Context: an optimization exercise on an open-source flow, tuned for small area. The choices shown serve that exercise and are no tape-out recipe. RTL that was checked went through simulation tests only; none was proved equivalent to the original. Power is estimated from default activity; no workload was simulated.

==> flow/design.v <==
module baud_gen (
    input  wire        clk,
    input  wire        rst_n,
    input  wire [15:0] i_divisor,
    output wire        rx_tick,
    output reg         tx_tick
);
    reg  [15:0] count;
    reg  [3:0]  tick_cnt;
    wire        reload = ~|count[15:1];
    assign rx_tick = reload & count[0];
    always @(posedge clk or negedge rst_n) begin
        if (!rst_n) begin
            count    <= 16'd0;
            tick_cnt <= 4'd0;
            tx_tick  <= 1'b0;
        end else begin
            count    <= reload ? i_divisor : count - 16'd1;
            if (rx_tick) tick_cnt <= tick_cnt + 4'd1;
            tx_tick  <= rx_tick & (tick_cnt == 4'd15);
        end
    end
endmodule
module fifo (
    input  wire       clk,
    input  wire       rst_n,
    input  wire       i_wr_en,
    input  wire [7:0] i_wr_data,
    input  wire       i_rd_en,
    output wire [7:0] o_rd_data,
    output wire       o_full,
    output wire       o_almost_full,
    output wire       o_empty
);
    reg  [127:0] mem;
    reg  [4:0]   nq;
    wire [4:0]   head = ~nq;
    assign o_empty       = ~nq[4];
    assign o_full        = (nq == 5'd16);
    assign o_almost_full = nq[4] & (nq[3:0] < 4'd3);
    wire do_wr = i_wr_en & ~o_full;
    wire do_rd = i_rd_en & ~o_empty;
    always @(posedge clk)
        if (do_wr) mem <= {mem[119:0], i_wr_data};
    always @(posedge clk or negedge rst_n) begin
        if (!rst_n) nq <= 5'd0;
        else if (do_wr & ~do_rd) nq <= nq - 5'd1;
        else if (do_rd & ~do_wr) nq <= nq + 5'd1;
    end
    assign o_rd_data = mem[head[3:0]*8 +: 8];
endmodule
module uart_tx (
    input  wire       clk,
    input  wire       rst_n,
    input  wire       tx_tick,
    input  wire [1:0] i_num_bit_data,
    input  wire       i_parity_en,
    input  wire       i_parity_type,
    input  wire [7:0] i_data,
    input  wire       i_tx_start,
    output wire       o_tx_done,
    input  wire       i_cts_n,
    output reg        o_tx_serial
);
    reg  [3:0] st;
    reg        parity;
    wire data_bit = i_data[st[2:0]];
    wire last     = st[3] & st[2] & (st[1:0] == i_num_bit_data);
    wire tx_line  = st[3] ? data_bit : (~st[1] | (st[0] & parity));
    assign o_tx_done = tx_tick & ((st == 4'b0011) | (last & ~i_parity_en));
    always @(posedge clk or negedge rst_n) begin
        if (!rst_n) begin
            st          <= 4'b0000;
            o_tx_serial <= 1'b1;
        end else begin
            o_tx_serial <= tx_line;
            if (st == 4'b0000) begin
                if (i_tx_start & ~i_cts_n) st <= 4'b0001;
            end else if (tx_tick) begin
                if (st == 4'b0001)      st <= 4'b0010;
                else if (st == 4'b0010) st <= 4'b1000;
                else if (st == 4'b0011) st <= 4'b0000;
                else if (last)          st <= i_parity_en ? 4'b0011 : 4'b0000;
                else                    st <= st + 4'd1;
            end
        end
    end
    always @(posedge clk) begin
        if (st[3:1] == 3'b000)     parity <= i_parity_type;
        else if (st[3] & tx_tick)  parity <= parity ^ data_bit;
    end
endmodule
module uart_rx (
    input  wire       clk,
    input  wire       rst_n,
    input  wire       rx_tick,
    input  wire [1:0] i_num_bit_data,
    input  wire       i_parity_en,
    input  wire       i_parity_type,
    input  wire       i_rx_serial,
    output reg  [7:0] o_data,
    output reg        o_rx_done,
    output reg        o_parity_err
);
    reg [1:0] sync_reg;
    reg [3:0] st;
    reg [3:0] tick_cnt;
    reg       parity;
    wire      rx   = sync_reg[1];
    wire      mid  = rx_tick & (tick_cnt == 4'd7);
    wire      endb = rx_tick & (tick_cnt == 4'd15);
    wire      last = st[2] & (st[1:0] == i_num_bit_data);
    wire [2:0] top = {1'b1, i_num_bit_data};
    always @(posedge clk or negedge rst_n) begin
        if (!rst_n) begin
            sync_reg     <= 2'b11;
            st           <= 4'b0000;
            o_rx_done    <= 1'b0;
            o_parity_err <= 1'b0;
        end else begin
            sync_reg  <= {sync_reg[0], i_rx_serial};
            o_rx_done <= (st == 4'b0011) & endb;
            if (st == 4'b0000) o_parity_err <= 1'b0;
            else if (st == 4'b0010 && mid) o_parity_err <= rx ^ parity ^ i_parity_type;
            if (st == 4'b0000) begin
                if (!rx) st <= 4'b0001;
            end else if (endb) begin
                if (st == 4'b0001)      st <= 4'b1000;
                else if (st == 4'b0010) st <= 4'b0011;
                else if (st == 4'b0011) st <= 4'b0000;
                else if (last)          st <= i_parity_en ? 4'b0010 : 4'b0011;
                else                    st <= st + 4'd1;
            end
        end
    end
    wire [8:0] ext = {1'b0, o_data};
    integer i;
    always @(posedge clk) begin
        if (st == 4'b0000) begin
            tick_cnt <= 4'd0;
            parity   <= 1'b0;
        end else if (rx_tick) begin
            tick_cnt <= tick_cnt + 4'd1;
        end
        if (st[3] && mid) begin
            parity <= parity ^ rx;
            for (i = 0; i < 8; i = i + 1)
                if (i == top)      o_data[i] <= rx;
                else if (i > top)  o_data[i] <= 1'b0;
                else               o_data[i] <= ext[i + 1];
        end
    end
endmodule
module uart_core (
    input  wire        clk,
    input  wire        rst_n,
    input  wire [15:0] i_divisor,
    input  wire [1:0]  i_num_bit_data,
    input  wire        i_parity_en,
    input  wire        i_parity_type,
    input  wire [7:0]  i_cpu_txd,
    input  wire        i_tx_wr,
    output wire        o_tx_full,
    output wire [7:0]  o_cpu_rxd,
    input  wire        i_rx_rd,
    output wire        o_rx_empty,
    output wire        o_parity_err,
    output wire        o_pedev_txd,
    input  wire        i_pedev_rxd,
    input  wire        i_cts_n,
    output wire        o_rts_n
);
    wire       tx_tick, rx_tick;
    wire [7:0] tx_fifo_out;
    wire       tx_fifo_empty;
    wire       tx_done_tick;
    wire [7:0] rx_data_out;
    wire       rx_done_tick;
    baud_gen u_baud_gen (
        .clk(clk), .rst_n(rst_n), .i_divisor(i_divisor),
        .rx_tick(rx_tick), .tx_tick(tx_tick)
    );
    fifo u_tx_fifo (
        .clk(clk), .rst_n(rst_n),
        .i_wr_en(i_tx_wr), .i_wr_data(i_cpu_txd),
        .i_rd_en(tx_done_tick), .o_rd_data(tx_fifo_out),
        .o_full(o_tx_full), .o_almost_full(), .o_empty(tx_fifo_empty)
    );
    uart_tx u_uart_tx (
        .clk(clk), .rst_n(rst_n), .tx_tick(tx_tick),
        .i_num_bit_data(i_num_bit_data), .i_parity_en(i_parity_en),
        .i_parity_type(i_parity_type),
        .i_data(tx_fifo_out), .i_tx_start(!tx_fifo_empty), .o_tx_done(tx_done_tick),
        .i_cts_n(i_cts_n), .o_tx_serial(o_pedev_txd)
    );
    uart_rx u_uart_rx (
        .clk(clk), .rst_n(rst_n), .rx_tick(rx_tick),
        .i_num_bit_data(i_num_bit_data), .i_parity_en(i_parity_en),
        .i_parity_type(i_parity_type), .i_rx_serial(i_pedev_rxd),
        .o_data(rx_data_out), .o_rx_done(rx_done_tick), .o_parity_err(o_parity_err)
    );
    fifo u_rx_fifo (
        .clk(clk), .rst_n(rst_n),
        .i_wr_en(rx_done_tick), .i_wr_data(rx_data_out),
        .i_rd_en(i_rx_rd), .o_rd_data(o_cpu_rxd),
        .o_full(), .o_almost_full(o_rts_n), .o_empty(o_rx_empty)
    );
endmodule
Settings: LEC_CHECK=0, CAP_MARGIN=20, CORE_MARGIN=2, CORE_UTILIZATION=40, SLEW_MARGIN=20; clock period 20.0 ns.
standard.sh (not shown) runs the stock make flow with config.mk's settings and CLKGATE_MAP_FILE= SYNTH_SCRIPT=/design/flow/synth_recipe.tcl, a recipe that flattens the netlist after the stock synthesis.
==> flow/flow/run.sh <==
#!/bin/bash
# Standard layout with smaller port buffers and a clock tree without dummy loads.
set -euo pipefail
export BUFFER_PORTS_ARGS="-buffer_cell sky130_fd_sc_hd__buf_1"
export CTS_ARGS="-sink_clustering_enable -repair_clock_nets -dont_use_dummy_load -buf_list {sky130_fd_sc_hd__clkbuf_4 sky130_fd_sc_hd__clkbuf_8} -sink_clustering_size 20 -sink_clustering_max_diameter 80"
bash standard.sh > standard.log 2>&1
Rerun with:
--- a/flow/design.v
+++ b/flow/design.v
@@ -26,8 +26,10 @@
     input  wire       rst_n,
     input  wire       i_wr_en,
     input  wire [7:0] i_wr_data,
     input  wire       i_rd_en,
+    input  wire [2:0] i_bit_sel,
+    output wire       o_rd_bit,
     output wire [7:0] o_rd_data,
     output wire       o_full,
     output wire       o_almost_full,
     output wire       o_empty
@@ -47,25 +49,28 @@
         else if (do_wr & ~do_rd) nq <= nq - 5'd1;
         else if (do_rd & ~do_wr) nq <= nq + 5'd1;
     end
     assign o_rd_data = mem[head[3:0]*8 +: 8];
+    assign o_rd_bit  = mem[{head[3:0], i_bit_sel}];
 endmodule
 module uart_tx (
     input  wire       clk,
     input  wire       rst_n,
     input  wire       tx_tick,
     input  wire [1:0] i_num_bit_data,
     input  wire       i_parity_en,
     input  wire       i_parity_type,
-    input  wire [7:0] i_data,
+    input  wire       i_data_bit,
+    output wire [2:0] o_bit_sel,
     input  wire       i_tx_start,
     output wire       o_tx_done,
     input  wire       i_cts_n,
     output reg        o_tx_serial
 );
     reg  [3:0] st;
     reg        parity;
-    wire data_bit = i_data[st[2:0]];
+    assign o_bit_sel = st[2:0];
+    wire data_bit = i_data_bit;
     wire last     = st[3] & st[2] & (st[1:0] == i_num_bit_data);
     wire tx_line  = st[3] ? data_bit : (~st[1] | (st[0] & parity));
     assign o_tx_done = tx_tick & ((st == 4'b0011) | (last & ~i_parity_en));
     always @(posedge clk or negedge rst_n) begin
@@ -99,9 +104,9 @@
     input  wire       i_parity_type,
     input  wire       i_rx_serial,
     output reg  [7:0] o_data,
     output reg        o_rx_done,
-    output reg        o_parity_err
+    output wire       o_parity_err
 );
     reg [1:0] sync_reg;
     reg [3:0] st;
     reg [3:0] tick_cnt;
@@ -110,19 +115,18 @@
     wire      mid  = rx_tick & (tick_cnt == 4'd7);
     wire      endb = rx_tick & (tick_cnt == 4'd15);
     wire      last = st[2] & (st[1:0] == i_num_bit_data);
     wire [2:0] top = {1'b1, i_num_bit_data};
+    assign o_parity_err = i_parity_en & (parity ^ i_parity_type) &
+                          ((st == 4'b0010 && tick_cnt[3]) || st == 4'b0011 || o_rx_done);
     always @(posedge clk or negedge rst_n) begin
         if (!rst_n) begin
             sync_reg     <= 2'b11;
             st           <= 4'b0000;
             o_rx_done    <= 1'b0;
-            o_parity_err <= 1'b0;
         end else begin
             sync_reg  <= {sync_reg[0], i_rx_serial};
             o_rx_done <= (st == 4'b0011) & endb;
-            if (st == 4'b0000) o_parity_err <= 1'b0;
-            else if (st == 4'b0010 && mid) o_parity_err <= rx ^ parity ^ i_parity_type;
             if (st == 4'b0000) begin
                 if (!rx) st <= 4'b0001;
             end else if (endb) begin
                 if (st == 4'b0001)      st <= 4'b1000;
@@ -141,10 +145,11 @@
             parity   <= 1'b0;
         end else if (rx_tick) begin
             tick_cnt <= tick_cnt + 4'd1;
         end
+        if ((st[3] || st == 4'b0010) && mid)
+            parity <= parity ^ rx;
         if (st[3] && mid) begin
-            parity <= parity ^ rx;
             for (i = 0; i < 8; i = i + 1)
                 if (i == top)      o_data[i] <= rx;
                 else if (i > top)  o_data[i] <= 1'b0;
                 else               o_data[i] <= ext[i + 1];
@@ -170,9 +175,10 @@
     input  wire        i_cts_n,
     output wire        o_rts_n
 );
     wire       tx_tick, rx_tick;
-    wire [7:0] tx_fifo_out;
+    wire       tx_bit;
+    wire [2:0] tx_bit_sel;
     wire       tx_fifo_empty;
     wire       tx_done_tick;
     wire [7:0] rx_data_out;
     wire       rx_done_tick;
@@ -182,16 +188,16 @@
     );
     fifo u_tx_fifo (
         .clk(clk), .rst_n(rst_n),
         .i_wr_en(i_tx_wr), .i_wr_data(i_cpu_txd),
-        .i_rd_en(tx_done_tick), .o_rd_data(tx_fifo_out),
+        .i_rd_en(tx_done_tick), .o_rd_data(), .i_bit_sel(tx_bit_sel), .o_rd_bit(tx_bit),
         .o_full(o_tx_full), .o_almost_full(), .o_empty(tx_fifo_empty)
     );
     uart_tx u_uart_tx (
         .clk(clk), .rst_n(rst_n), .tx_tick(tx_tick),
         .i_num_bit_data(i_num_bit_data), .i_parity_en(i_parity_en),
         .i_parity_type(i_parity_type),
-        .i_data(tx_fifo_out), .i_tx_start(!tx_fifo_empty), .o_tx_done(tx_done_tick),
+        .i_data_bit(tx_bit), .o_bit_sel(tx_bit_sel), .i_tx_start(!tx_fifo_empty), .o_tx_done(tx_done_tick),
         .i_cts_n(i_cts_n), .o_tx_serial(o_pedev_txd)
     );
     uart_rx u_uart_rx (
         .clk(clk), .rst_n(rst_n), .rx_tick(rx_tick),
@@ -201,8 +207,8 @@
     );
     fifo u_rx_fifo (
         .clk(clk), .rst_n(rst_n),
         .i_wr_en(rx_done_tick), .i_wr_data(rx_data_out),
-        .i_rd_en(i_rx_rd), .o_rd_data(o_cpu_rxd),
+        .i_rd_en(i_rx_rd), .o_rd_data(o_cpu_rxd), .i_bit_sel(3'd0), .o_rd_bit(),
         .o_full(), .o_almost_full(o_rts_n), .o_empty(o_rx_empty)
     );
 endmodule
The new run went through all stages and came out clean.
Worst setup slack got worse by 1.7 ns.
Sequential power came out higher by about 3.6%.
Clock skew rose by 0.013 ns.
Total power shrinks by about 4.5%.
Design area went down by about 0.9%.
Global-route usage drops by 0.19 points.
Area after synthesis is lower by 0.88%.
Function not checked in the first run of this note: the RTL went through the layout flow alone.

## static timing again, ports no longer ideal
How much do the figures lean on ideal ports? The routed layouts below were timed once more, with nothing changed but the port constraints.
Step 1 (the two cells are an assumption about what drives the block):
set clk [get_ports {clk}]
set_driving_cell -lib_cell sky130_fd_sc_hd__clkbuf_16 $clk
set_driving_cell -lib_cell sky130_fd_sc_hd__buf_2 [delete_from_list [all_inputs] $clk]
Step 2 times the ports against the registers' clock, not the clock port: input delays grow and output delays shrink by t, the midpoint of the rising clock arrivals with the driver on.
Slacks: ideal / step 1 / step 2; pairs: ideal / step 1.
run | t, ns | setup slack, ns | worst slew at a driven data input, ns | pins driven straight from the clock port
the first run | 0.579 | 13.166 / 13.121 / 13.568 | 0.04 | 1
the second run | 0.570 | 11.432 / 11.408 / 11.408 | 0.04 | 1
After both steps setup and hold are still met in every run listed. For the second run, which loses most, drivers alone change the setup slack by -0.024 ns; drivers and shift together by -0.024 ns.
